This is an optimization exercise on Yosys and OpenROAD, whose aim is small area, not a production implementation.
The RTL was checked by simulation tests, not by an equivalence proof against the original design.
Power figures rest on the tool's default switching activity, not on a simulated workload.

==> design.v <==
module StateMain(
     input clock,
     input reset,
     input StrobeIn,
     input LDistIn,
     input RDistIn,
     output [15:0] LED,
     output IN1,
     output IN2,
     output IN3,
     output IN4,
     output PWM,
     input colorsense,
     output reg [1:0] filter_select,
     output [2:0] color_out,
     output [3:0] an,
     output [6:0] seg
     );
reg [10:0] bt;
wire bt_end = bt[10] & bt[9] & bt[8] & bt[7] & bt[6] & bt[4] & bt[0];  
reg [9:0] morse;
wire [10:0] mnext = {morse, StrobeIn};
reg [1:0] strobe;    
reg       cmd_seen;  
always @(posedge clock) begin
    if (reset | bt_end) bt <= (reset ? 11'd1001 : 11'd0);
    else bt <= bt + 11'd1;
end
wire m_stop   = (mnext == 11'b10101000000);
wire m_pause  = (mnext == 11'b10111011101);
wire m_go     = (mnext == 11'b11101110100);
wire m_resume = (mnext == 11'b10111010000);
wire m_any = m_stop | m_pause | m_go | m_resume;
always @(posedge clock) begin
    if (reset) begin
        morse <= 10'd0;
        strobe <= 2'b10;
        cmd_seen <= 1'b0;
    end else if (bt_end) begin
        morse <= m_any ? 10'd0 : mnext[9:0];
        if (m_any) begin
            strobe <= {m_go | m_resume, m_pause | m_resume};
            cmd_seen <= 1'b1;
        end
    end
end
localparam S0 = 3'd0, S1 = 3'd1, S2 = 3'd2, S3 = 3'd3, S4 = 3'd4;
reg [2:0] state;
localparam OR = 3'd5;
reg [2:0] ostate;
reg [13:0] tc;
wire tc_end = tc[13] & tc[12] & tc[10] & tc[9] & tc[7] & tc[5] & tc[4];  
wire turning = (state == S3) | (state == S4);
always @(posedge clock) begin
    if (reset) begin
        state <= S0;
        ostate <= OR;
    end else case (state)
        S0: if (strobe == 2'b10) state <= S2; else ostate <= S0;
        S1: if (strobe == 2'b11) state <= S2; else ostate <= S1;
        S2: if (strobe == 2'b00) state <= S0;
            else if (strobe == 2'b01) state <= S1;
            else if (LDistIn) state <= S3;
            else if (RDistIn) state <= S4;
            else ostate <= S2;
        default: begin
            ostate <= state;
            if (tc_end) state <= S2;
        end
    endcase
end
always @(posedge clock) begin
    if (reset | ~turning | tc_end) tc <= 14'd0;
    else tc <= tc + 14'd1;
end
assign LED[15] = (ostate == S0);
assign LED[14] = (ostate == S1);
assign LED[13] = (ostate == S2);
assign LED[12] = (ostate == S3);
assign LED[11] = (ostate == S4);
assign LED[10:9] = cmd_seen ? strobe : 2'b00;
assign LED[8:0] = 9'b0;
assign IN1 = (ostate == S0) | (ostate == S1) | (ostate == S2) | (ostate == S4);
assign IN2 = (ostate == S3);
assign IN3 = (ostate == S4);
assign IN4 = (ostate == S0) | (ostate == S1) | (ostate == S2) | (ostate == S3);
reg [1:0] wsel;  
reg [14:0] pc;
reg pwm_r;
wire pc_end = pc[14] & pc[8] & pc[4] & pc[3] & pc[1];  
always @(posedge clock) begin
    if (reset) begin
        wsel <= 2'd0;
        pc <= 15'd0;
        pwm_r <= 1'b0;
    end else begin
        wsel <= (ostate == S2) ? 2'd2 : (ostate == S3 || ostate == S4) ? 2'd1 : 2'd0;
        pc <= pc_end ? 15'd0 : pc + 15'd1;
        pwm_r <= (wsel == 2'd1) ? (pc < 15'd5833) : (wsel == 2'd2) ? (pc < 15'd8333) : 1'b0;
    end
end
assign PWM = pwm_r;
reg sig_dly;
wire pe = colorsense & ~sig_dly;
reg [12:0] cw;           
reg [11:0] fc;           
reg [11:0] rc, bc;       
reg clr_lo;              
reg [1:0] cc;            
wire cw_count = ~(cw[12] & cw[9] & cw[8] & cw[7] & cw[3]);  
wire cw_5001 = ~cw_count & ~cw[1] & cw[0];
wire cw_5002 = ~cw_count & cw[1] & ~cw[0];
wire cw_5003 = ~cw_count & cw[1] & cw[0];
wire decide = cw_5002 & (filter_select == 2'b00);
wire [11:0] g = fc;
wire ground = (rc < 225) && (bc < 225) && clr_lo && (g < 210);
wire gwin = (rc >= 50) && (g + 12'd50 > rc) && (bc >= 25) && (g + 12'd25 > bc);
wire rwin = (rc > bc) && (rc > g);
wire bwin = (bc > rc) && (bc > g);
reg [1:0] cc_new;
always @* begin
    cc_new = cc;
    if (ground) cc_new = 2'd0;
    else if (gwin) begin if (g > 300) cc_new = 2'd3; end
    else if (rwin) begin if (rc > 450 && g < 350 && bc < 350) cc_new = 2'd1; end
    else if (bwin) begin if (bc > 325 && rc < 250) cc_new = 2'd2; end
    else cc_new = 2'd0;
end
always @(posedge clock) begin
    sig_dly <= reset ? 1'b0 : colorsense;
    if (cw == 13'd0) fc <= {11'd0, pe};
    else if (cw_count) fc <= fc + {11'd0, pe};
    if (cw_5001) begin
        if (filter_select == 2'b00) rc <= fc;
        if (filter_select == 2'b01) bc <= fc;
        if (filter_select == 2'b10) clr_lo <= (fc < 450);
    end
    if (reset) begin
        cw <= 13'd0;
        filter_select <= 2'b00;
        cc <= 2'd0;
    end else begin
        cw <= (decide | cw_5003) ? 13'd0 : cw + 13'd1;
        if (cw_5001) filter_select <= filter_select + 2'd1;
        if (decide) cc <= cc_new;
    end
end
assign color_out = {cc == 2'd3, cc == 2'd2, cc == 2'd1};
localparam A0 = 2'd0, A1 = 2'd1, F1 = 2'd2, D2 = 2'd3;
reg [1:0] ds;
reg [14:0] dx;       
reg [1:0] ldc;       
reg [1:0] sel;       
reg [10:0] rcnt;     
reg rflag;           
wire cv = (cc != 2'd0);
wire f_end = dx[10] & dx[9] & dx[8] & dx[7] & dx[6] & dx[4];    
wire d_end = dx[14] & dx[11] & dx[10] & dx[9] & dx[5];          
always @(posedge clock) begin
    rflag <= reset;
    if (reset) begin
        ds <= A0;
        dx <= 15'd0;
        sel <= 2'd0;
        rcnt <= 11'h7ff;
    end else begin
        rcnt <= rcnt + 11'd1;
        sel <= (strobe[1] && ds == D2) ? ldc : 2'd0;
        case (ds)
            A0: begin dx <= 15'd0; if (cv) ds <= F1; end
            A1: if (cv) begin ds <= F1; dx <= 15'd2000; end
            F1: if (f_end) begin
                    dx <= 15'd0;
                    if (cv) begin ds <= D2; ldc <= cc; end
                    else ds <= A0;
                end else dx <= dx + 15'd1;
            D2: if (d_end) begin dx <= 15'd0; ds <= A1; end
                else dx <= dx + 15'd1;
        endcase
    end
end
wire [1:0] rf = rcnt[10:9];
assign an = rflag ? 4'b1111 :
            (rf == 2'd0) ? 4'b0111 : (rf == 2'd1) ? 4'b1011 : (rf == 2'd2) ? 4'b1101 : 4'b1110;
reg [6:0] seg_c;
always @* begin
    case ({sel, rf})
        4'b01_00: seg_c = 7'b0101111;
        4'b01_01: seg_c = 7'b0000110;
        4'b01_10: seg_c = 7'b0100001;
        4'b01_11: seg_c = 7'b1111111;
        4'b10_00: seg_c = 7'b0000011;
        4'b10_01: seg_c = 7'b1000111;
        4'b10_10: seg_c = 7'b1100011;
        4'b10_11: seg_c = 7'b0000110;
        4'b11_00: seg_c = 7'b0010000;
        4'b11_01: seg_c = 7'b0101111;
        4'b11_10: seg_c = 7'b0101011;
        4'b11_11: seg_c = 7'b1111111;
        default:  seg_c = 7'b0000000;
    endcase
end
assign seg = seg_c;
endmodule
module VerilogFile(
input SW0,
input SW1,
input clock,
input reset,
output IN1,
output IN2,
output IN3,
output IN4,
output PWMA,
output PWMB,
output [15:0] LED,
output[3:0] an,
output[6:0] seg,
input LDistIn,
input RDistIn,
input StrobeIn,
output [1:0]filter_select,
input colorsense,
output [2:0] color_out
);
StateMain u4(.clock(clock),.reset(reset),.IN1(IN1),.IN2(IN2),.IN3(IN3),.IN4(IN4),.LDistIn(LDistIn),.RDistIn(RDistIn),.LED(LED),.StrobeIn(StrobeIn),.PWM(PWMA),
.filter_select(filter_select),.colorsense(colorsense),.color_out(color_out),.an(an),.seg(seg));
assign PWMB = PWMA;
endmodule
==> flow/run.sh <==
#!/bin/bash
# Standard layout with minimum-size port buffers and a lighter clock tree.
set -e
export BUFFER_PORTS_ARGS="-buffer_cell sky130_fd_sc_hd__buf_1"
export CTS_ARGS="-sink_clustering_enable -repair_clock_nets -dont_use_dummy_load -buf_list sky130_fd_sc_hd__clkbuf_8"
bash standard.sh > standard.log 2>&1
==> standard.sh <==
#!/bin/bash
# synth_recipe.tcl (not shown) runs the flow's synth.tcl, then flattens the netlist and writes it again
# the make line also repeats each setting of config.mk as NAME=value (left out here)
make -C /OpenROAD-flow-scripts/flow DESIGN_CONFIG=/design/flow/config.mk WORK_HOME=/design/flow/orfs CLKGATE_MAP_FILE= SYNTH_SCRIPT=/design/flow/synth_recipe.tcl "${@:-finish}"
==> config.mk <==
export PLATFORM = sky130hd
export DESIGN_NAME = VerilogFile
export DESIGN_NICKNAME = VerilogFile
export VERILOG_FILES = /design/flow/design.v
export SDC_FILE = /design/flow/constraint.sdc
export NUM_CORES = 4
export LEC_CHECK = 0
export CAP_MARGIN = 20
export CORE_MARGIN = 2
export CORE_UTILIZATION = 40
export SLEW_MARGIN = 20
==> constraint.sdc <==
create_clock -name core_clock -period 10.0 [get_ports {clock}]
set_input_delay 2.0000 -clock core_clock [delete_from_list [all_inputs] [get_ports {clock}]]
set_output_delay 2.0000 -clock core_clock [all_outputs]
set_load 0.01 [all_outputs]
==> impl_metrics.json, run 1 <==
{
  "floorplan.initialDensity_pct": 40.8,
  "groute.usage.overall_pct": 16.9,
  "die_area_um2": 22600,
  "unrepaired_setup_endpoints_after_global_routing": "no",
  "synth_compound_area_share_pct": 14.2,
  "critical_path.cell_chain": "inv_1 > ha_1 > inv_1 > o21ai_0 > a21oi_1 > buf_1",
  "port_buffers": 34,
  "avgViaCountPerCell": 5.35,
  "clock_skew_ns": 0.0250,
  "seq_area_frac_synth_pct": 38.3,
  "holdBufCountCts": 0,
  "timing.rr.end": "u4.cc[0]",
  "cp_slowest_cell": "dfxtp_1",
  "cts.reportedPaths.clkPinSlew_ns": 0.08,
  "synthDominantAreaCellType": "dfxtp_1",
  "synth_simple_gate_area_share_pct": 21.9,
  "critical_path_class": "register to output port",
  "die_outline_width_um": 150,
  "final_common_cell": "dfxtp_1",
  "cts_inserted_buffers": 17,
  "cts-htree-levels": 4,
  "vdd.ir_drop.worst_v": 0.0000651,
  "timing.hold.worst_path_depth": 1,
  "timing.max_cap.violations": 0,
  "finalHoldViolations": 0,
  "half_perimeter_wire_length_of_the_detailed_placement_result_um": 13700,
  "die_h_um": 150,
  "synth.top_cell.area_share_pct": 28.5,
  "synth-xor-area-share_pct": 8.17,
  "clock-root-buffer": "clkbuf_8",
  "clock_latency_ns": 0.43,
  "crit_path_start_kind": "register",
  "synth_async_sr_flop_share_pct": 0,
  "core_area_um2": 21000,
  "ant_nets": 0,
  "tns_ns": 0,
  "worst_ep_arrival_time_ns": 1.85,
  "post-cts-setup-buffers": 0,
  "cellLeakagePower_nw": 3.58,
  "vias": 6770,
  "grt_max_degree": 30,
  "worstSetupEndpointType": "output port",
  "critPathMaxStageDelay_ns": 0.49,
  "yosys.area_share.adder_pct": 12.0,
  "top_area_cells_in_the_synthesized_netlist": "dfxtp_1, ha_1, edfxtp_1",
  "remaining_drc_errors": 0,
  "synth.ff_latch_count": 150,
  "finalWirelength_um": 18500,
  "ys_dominant_reg_cell": "dfxtp_1",
  "synth_top_family_by_area": "simple AND/OR/NAND/NOR gates",
  "outcome": "no timing/DRC/antenna violations",
  "maxClockFrequency_ghz": 0.260,
  "muxShareOfSynthArea_pct": 0.481,
  "whs_ns": 0.414,
  "critical_path.reg2reg.startpoint": "u4.fc[2]",
  "synth.avg_cell_area_um2": 8.85,
  "period_share_pct": 38.5,
  "cts_num_sinks": 150,
  "min-delay-start": "u4.rcnt[0]",
  "cts_tree": "built",
  "postPlaceCellArea_um2": 8900,
  "ys_types": 70,
  "critical_path_peak_fanout": 7,
  "timing.max_slew.rel_slack_pct": 43.2,
  "final_nets": 1083,
  "reg2reg_depth": 14,
  "number_of_global_route_vias_before_repair": 6188,
  "synth_enable_flop_cells": 28,
  "wl_per_cell_um": 14.6,
  "overflow": 0,
  "cts_resized": 0,
  "cp_num_buf_inv": 3,
  "setup.reg_to_reg.worst_slack_ns": 6.38,
  "num_io_pins": 46,
  "max_slew.worst_pin.slew_ns": 0.846,
  "worstHoldEndpoint": "u4.rcnt[0]",
  "post-route-min-period_ns": 3.85,
  "critPathMostFrequentCell": "inv_1",
  "hp-class": "register to register",
  "drt_iter0_markers": 366,
  "powerDensity_nw_per_um2": 123,
  "core.rowCount": 53,
  "post-route-cell-area_um2": 9140,
  "clock_tree.buffer_depth": 2,
  "synth_cells": 969,
  "final.fill_count": 2133,
  "post_synth_instance_area_um2": 8580,
  "grt_first_pass_wirelength_um": 30600,
  "syn2layout_area_growth_pct": 6.50,
  "antennaDiodeCount": 0,
  "drt_first_pass_iters": 5,
  "crit_family": "flip-flops",
  "yosys_warnings": 1,
  "timing.final.max_slew_violations": 0,
  "globalplace.congestion": 0.911,
  "worst-endpoint-required_ns": 8.00,
  "grt_antenna_before_repair": 0,
  "final_layout_size_suffix_gt1_share_pct": 3.83,
  "setup_violations": 0,
  "most-common-layout-cells": "dfxtp_1, nor2_1, ha_1"
}
## cells in the mapped netlist, drive strengths merged (11+ instances only)
cell type,n
a21oi,50
and3,23
and2,12
nor2,98
nand3,54
edfxtp,28
clkbuf,25
a21o,12
or3,11
o21ai,38
dfxtp,122
xor2,32
nor3,24
inv,60
a31oi,11
ha,82
nand4,27
buf,14
xnor2,48
nand2,67
## through the flow
| step | instances | total power [mW] | util [%] | setup WS, ns |
|---|---|---|---|---|
| finish | 1266 | 1.13 | 43.5 | 6.15 |
| global route | 1266 | 1.19 | 43.5 | 5.94 |
| CTS | 1266 | 1.14 | 43.5 | 6.11 |
| detailed placement | 1249 | 0.798 | 42.4 | 6.30 |
| global placement | 1249 | 0.798 | 42.4 | 6.29 |
| floorplan | 977 | 0.769 | - | 6.63 |
## how the worst max path moves through the flow
stage                           from        end  slack (ns)  depth (start not counted)
after global routing      u4.rcnt[9]     seg[3]        5.94                          6
after detailed placement       reset   u4.cc[0]        6.30                          8
after floorplan           colorsense  u4.fc[10]        6.63                          8
final                     u4.rcnt[9]     seg[3]        6.15                          6
after global placement    colorsense  u4.fc[10]        6.29                          9
after CTS                 u4.rcnt[9]     seg[3]        6.11                          6
## registers in the layout (all words and copies together) (netlist names), 3 cells and up
signal     cells
u4.rcnt       11
u4.tc         14
u4.bc         12
u4.ostate      3
u4.dx         15
u4.fc         12
u4.morse      10
u4.pc         15
u4.state       3
u4.bt         11
u4.cw         13
u4.rc         12
## area by class of cell
type | count | area, um^2 | area share (%)
Clock buffer | 17 | 234 | 2.56
Inverter | 61 | 231 | 2.53
Multi-Input combinational cell | 727 | 4900 | 53.6
Sequential cell | 150 | 3280 | 35.9
Tap cell | 275 | 344 | 3.77
Timing Repair Buffer | 36 | 143 | 1.56
## worst register-to-register path, cell delays in order (launching register included)
cell and delay (ns):
dfxtp_1 0.66, ha_1 0.41, a21oi_1 0.17, nand2_1 0.14
nand2_1 0.09, nor2_1 0.14, xnor2_1 0.09, ha_1 0.30
nand4_1 0.11, or2_2 0.34, o211ai_1 0.27, a21oi_1 0.10
nand4b_1 0.20, o22ai_1 0.13, a221o_1 0.35
## power breakdown
part	leakage, nW	switching (mW)	internal [mW]
combinational	2.22	0.0658	0.0531
sequential	1.24	0.0302	0.635
clock	0.122	0.192	0.150
total	3.58	0.288	0.838
## layer usage
metal / share of wire (%) / up-vias / GRT usage, %
li1: - / 3468 / -
met1: 48 / 3155 / 23.5
met2: 46 / 132 / 27.2
met3: 4.8 / 15 / 3.12
met4: 0.78 / 0 / 4.39
met5: 0 / - / 0
## kinds of logic (layout without fill, tap and decap cells)
family                   Yosys count  after routing
XOR/XNOR                          80             80
multiplexers                       4              4
other                              1              9
AND/OR/NAND/NOR                  372            372
AO/OA/AOI/OAI                    180            180
flip-flops                       150            150
buffers and inverters            100            114
adder cells (fa/ha/maj)           82             82
==> inputs of run 2 (changes only) <==
==> run.sh (new file) <==
#!/bin/bash
# synth_recipe.tcl (not shown) runs the flow's synth.tcl, then flattens the netlist and writes it again
# the make line also repeats each setting of config.mk as NAME=value (left out here)
make -C /OpenROAD-flow-scripts/flow DESIGN_CONFIG=/design/flow/config.mk WORK_HOME=/design/flow/orfs CLKGATE_MAP_FILE= SYNTH_SCRIPT=/design/flow/synth_recipe.tcl finish
removed: flow/run.sh
removed: standard.sh
==> run 2 against run 1 <==
Clock skew is 0.015 ns lower; flip-flop and latch count stayed put; critical endpoint is now seg[0]; register-to-register slack better by 0.04 ns; still clean on timing, DRC and antenna; combinational power is 8% higher; sequential share of layout area is 2.2 points lower.
==> impl_metrics.json, run 2 <==
{
  "core.rowCount": 53,
  "maxClockFrequency_ghz": 0.238,
  "die_area_um2": 22600,
  "holdBufCountCts": 0,
  "muxShareOfSynthArea_pct": 0.481,
  "synth_compound_area_share_pct": 14.2,
  "synth.avg_cell_area_um2": 8.85,
  "ys_dominant_reg_cell": "dfxtp_1",
  "clock_latency_ns": 0.43,
  "timing.hold.worst_path_depth": 1,
  "core_area_um2": 21000,
  "critical_path_peak_fanout": 7,
  "cts_tree": "built",
  "synth_simple_gate_area_share_pct": 21.9,
  "cts.reportedPaths.clkPinSlew_ns": 0.06,
  "synth_enable_flop_cells": 28,
  "hp-class": "register to register",
  "grt_first_pass_wirelength_um": 31400,
  "ys_types": 70,
  "worst_ep_arrival_time_ns": 2.21,
  "post-cts-setup-buffers": 0,
  "final_core_util_pct": 46.2,
  "cts_num_sinks": 150,
  "antennaDiodeCount": 0,
  "num_io_pins": 46,
  "ant_nets": 0,
  "max_slew.worst_pin.slew_ns": 0.843,
  "dpl_worst_slack_ns": 5.91,
  "grt_antenna_before_repair": 0,
  "drt_first_pass_iters": 5,
  "powerDensity_nw_per_um2": 149,
  "number_of_global_route_vias_before_repair": 6378,
  "reg_top3": "u4.dx x15, u4.pc x15, u4.tc x14",
  "setup_violations": 0,
  "die_outline_width_um": 150,
  "grt_max_degree": 30,
  "final_layout_size_suffix_gt1_share_pct": 5.27,
  "port_buffers": 34,
  "outcome": "no timing/DRC/antenna violations",
  "reg2reg_depth": 14,
  "vdd.ir_drop.worst_v": 0.000123,
  "worst-endpoint-required_ns": 8.00,
  "unrepaired_setup_endpoints_after_global_routing": "no",
  "synth.ff_latch_count": 150,
  "syn2layout_area_growth_pct": 13.3,
  "cp_num_buf_inv": 2,
  "overflow": 0,
  "setup_slack_ns": 5.79,
  "half_perimeter_wire_length_of_the_detailed_placement_result_um": 13800,
  "top_area_cells_in_the_synthesized_netlist": "dfxtp_1, ha_1, edfxtp_1",
  "worstSetupEndpointType": "output port",
  "cts_resized": 0,
  "cts-htree-levels": 4,
  "cellLeakagePower_nw": 3.83,
  "yosys_warnings": 1,
  "timing.final.max_slew_violations": 0,
  "final_nets": 1083,
  "report.power.total_mw": 1.45,
  "yosysMostFrequentCell": "dfxtp_1",
  "synth_cells": 969,
  "synth.top_cell.area_share_pct": 28.5,
  "synth_top_family_by_area": "simple AND/OR/NAND/NOR gates",
  "timing.max_cap.violations": 0,
  "finalHoldViolations": 0,
  "drt_iter0_markers": 414,
  "groute.usage.overall_pct": 17.5,
  "synth_async_sr_flop_share_pct": 0,
  "clock_skew_ns": 0.0104,
  "post_synth_instance_area_um2": 8580,
  "critical_path_class": "register to output port",
  "wl_per_cell_um": 14.8,
  "die_h_um": 150,
  "cp_slowest_cell": "clkdlybuf4s50_1",
  "vias": 6768,
  "period_share_pct": 42.1,
  "remaining_drc_errors": 0,
  "critical_path.cell_chain": "inv_1 > ha_1 > mux2i_1 > nand2_1 > o31ai_1 > clkdlybuf4s50_1",
  "crit_path_start_kind": "register",
  "timing.max_slew.rel_slack_pct": 43.3,
  "synthDominantAreaCellType": "dfxtp_1",
  "tns_ns": 0,
  "ys_top_cells_by_count": "dfxtp_1, nor2_1, ha_1",
  "final_common_cell": "dfxtp_1",
  "clock-root-buffer": "clkbuf_16",
  "clock_tree.buffer_depth": 2,
  "most-common-layout-cells": "dfxtp_1, nor2_1, ha_1",
  "seq_area_frac_synth_pct": 38.3,
  "yosys.area_share.adder_pct": 12.0,
  "critPathMaxStageDelay_ns": 0.58,
  "avgViaCountPerCell": 5.28,
  "cts_inserted_buffers": 17,
  "finalWirelength_um": 19000,
  "globalplace.congestion": 0.901,
  "post-route-min-period_ns": 4.21,
  "floorplan.initialDensity_pct": 40.8,
  "synth-xor-area-share_pct": 8.17,
  "cp.depth": 6,
  "crit_family": "buffers and inverters"
}
==> run 2: cell counts after synthesis <==
Identical to the previous run, type by type.
==> run 2: worst paths after layout <==
check	start	end	slack, ns
max reg2reg	u4.fc[2]	u4.cc[0]	6.42
min reg2reg	u4.rcnt[0]	u4.rcnt[0]	0.41
min	u4.rcnt[0]	u4.rcnt[0]	0.41
max	u4.rcnt[9]	seg[0]	5.79
==> run 2: where the power goes <==
group	leakage, nW	internal (mW)	switching, mW
clock	0.292	0.381	0.270
sequential	1.24	0.635	0.0305
combinational	2.30	0.0620	0.0663
==> run 2: final cells by class <==
type | count | area, um^2
fillers | 2061 | 11300
multi-input cells | 727 | 4900
flip-flops and latches | 150 | 3280
clock buffers | 18 | 439
repair buffers | 36 | 355
well taps | 275 | 344
inverters | 61 | 231
clock inverters | 14 | 165
==> run 2: cell families after synthesis <==
kind of cell,Yosys count
other,1
buffers and inverters,100
adder cells (fa/ha/maj),82
XOR/XNOR,80
AO/OA/AOI/OAI,180
flip-flops,150
multiplexers,4
AND/OR/NAND/NOR,372
==> run 2: metrics by stage <==
step / std cells / area (um^2) / hold slack [ns]
final: 1281 / 9720 / 0.415
after global routing: 1281 / 9720 / 0.467
after CTS: 1281 / 9720 / 0.417
after detailed placement: 1249 / 9120 / 0.402
after global placement: 1249 / 9120 / 0.398
after floorplan: 977 / 8610 / 0.384
==> run 2: metal layers <==
metal	GRT usage [%]	up-vias	wire length, um
li1	-	3490	-
met1	23.3	3154	9160
met2	28.7	103	8920
met3	4.00	21	687
met4	4.62	0	242
met5	0	-	0

==> what the ideal ports hide <==
The flow's constraints put no driver on any port. The routed layouts listed below were extracted and timed again, unchanged, in two steps.
Step 1 sets driving cells, clkbuf_16 on the clock port and buf_2 on the other inputs (assumed; they add their load-dependent delay and slew).
Step 2 also shifts input and output timing later by t, the mid clock arrival at the registers, as if the neighbouring blocks saw the same clock.
Three values: ideal, step 1, step 2; two values: the first two.
| run | t, ns | setup slack, ns | hold slack, ns | worst setup path at the end | worst data-port slew with drivers (ns) |
|---|---|---|---|---|---|
| run 1 | 0.460 | 6.151 / 6.115 / 6.285 | 0.414 / 0.414 / 0.414 | input to register | 0.04 |
| run 2 | 0.463 | 5.791 / 5.748 / 5.936 | 0.415 / 0.415 / 0.415 | input to register | 0.04 |
After both steps setup and hold are still met in every run listed.
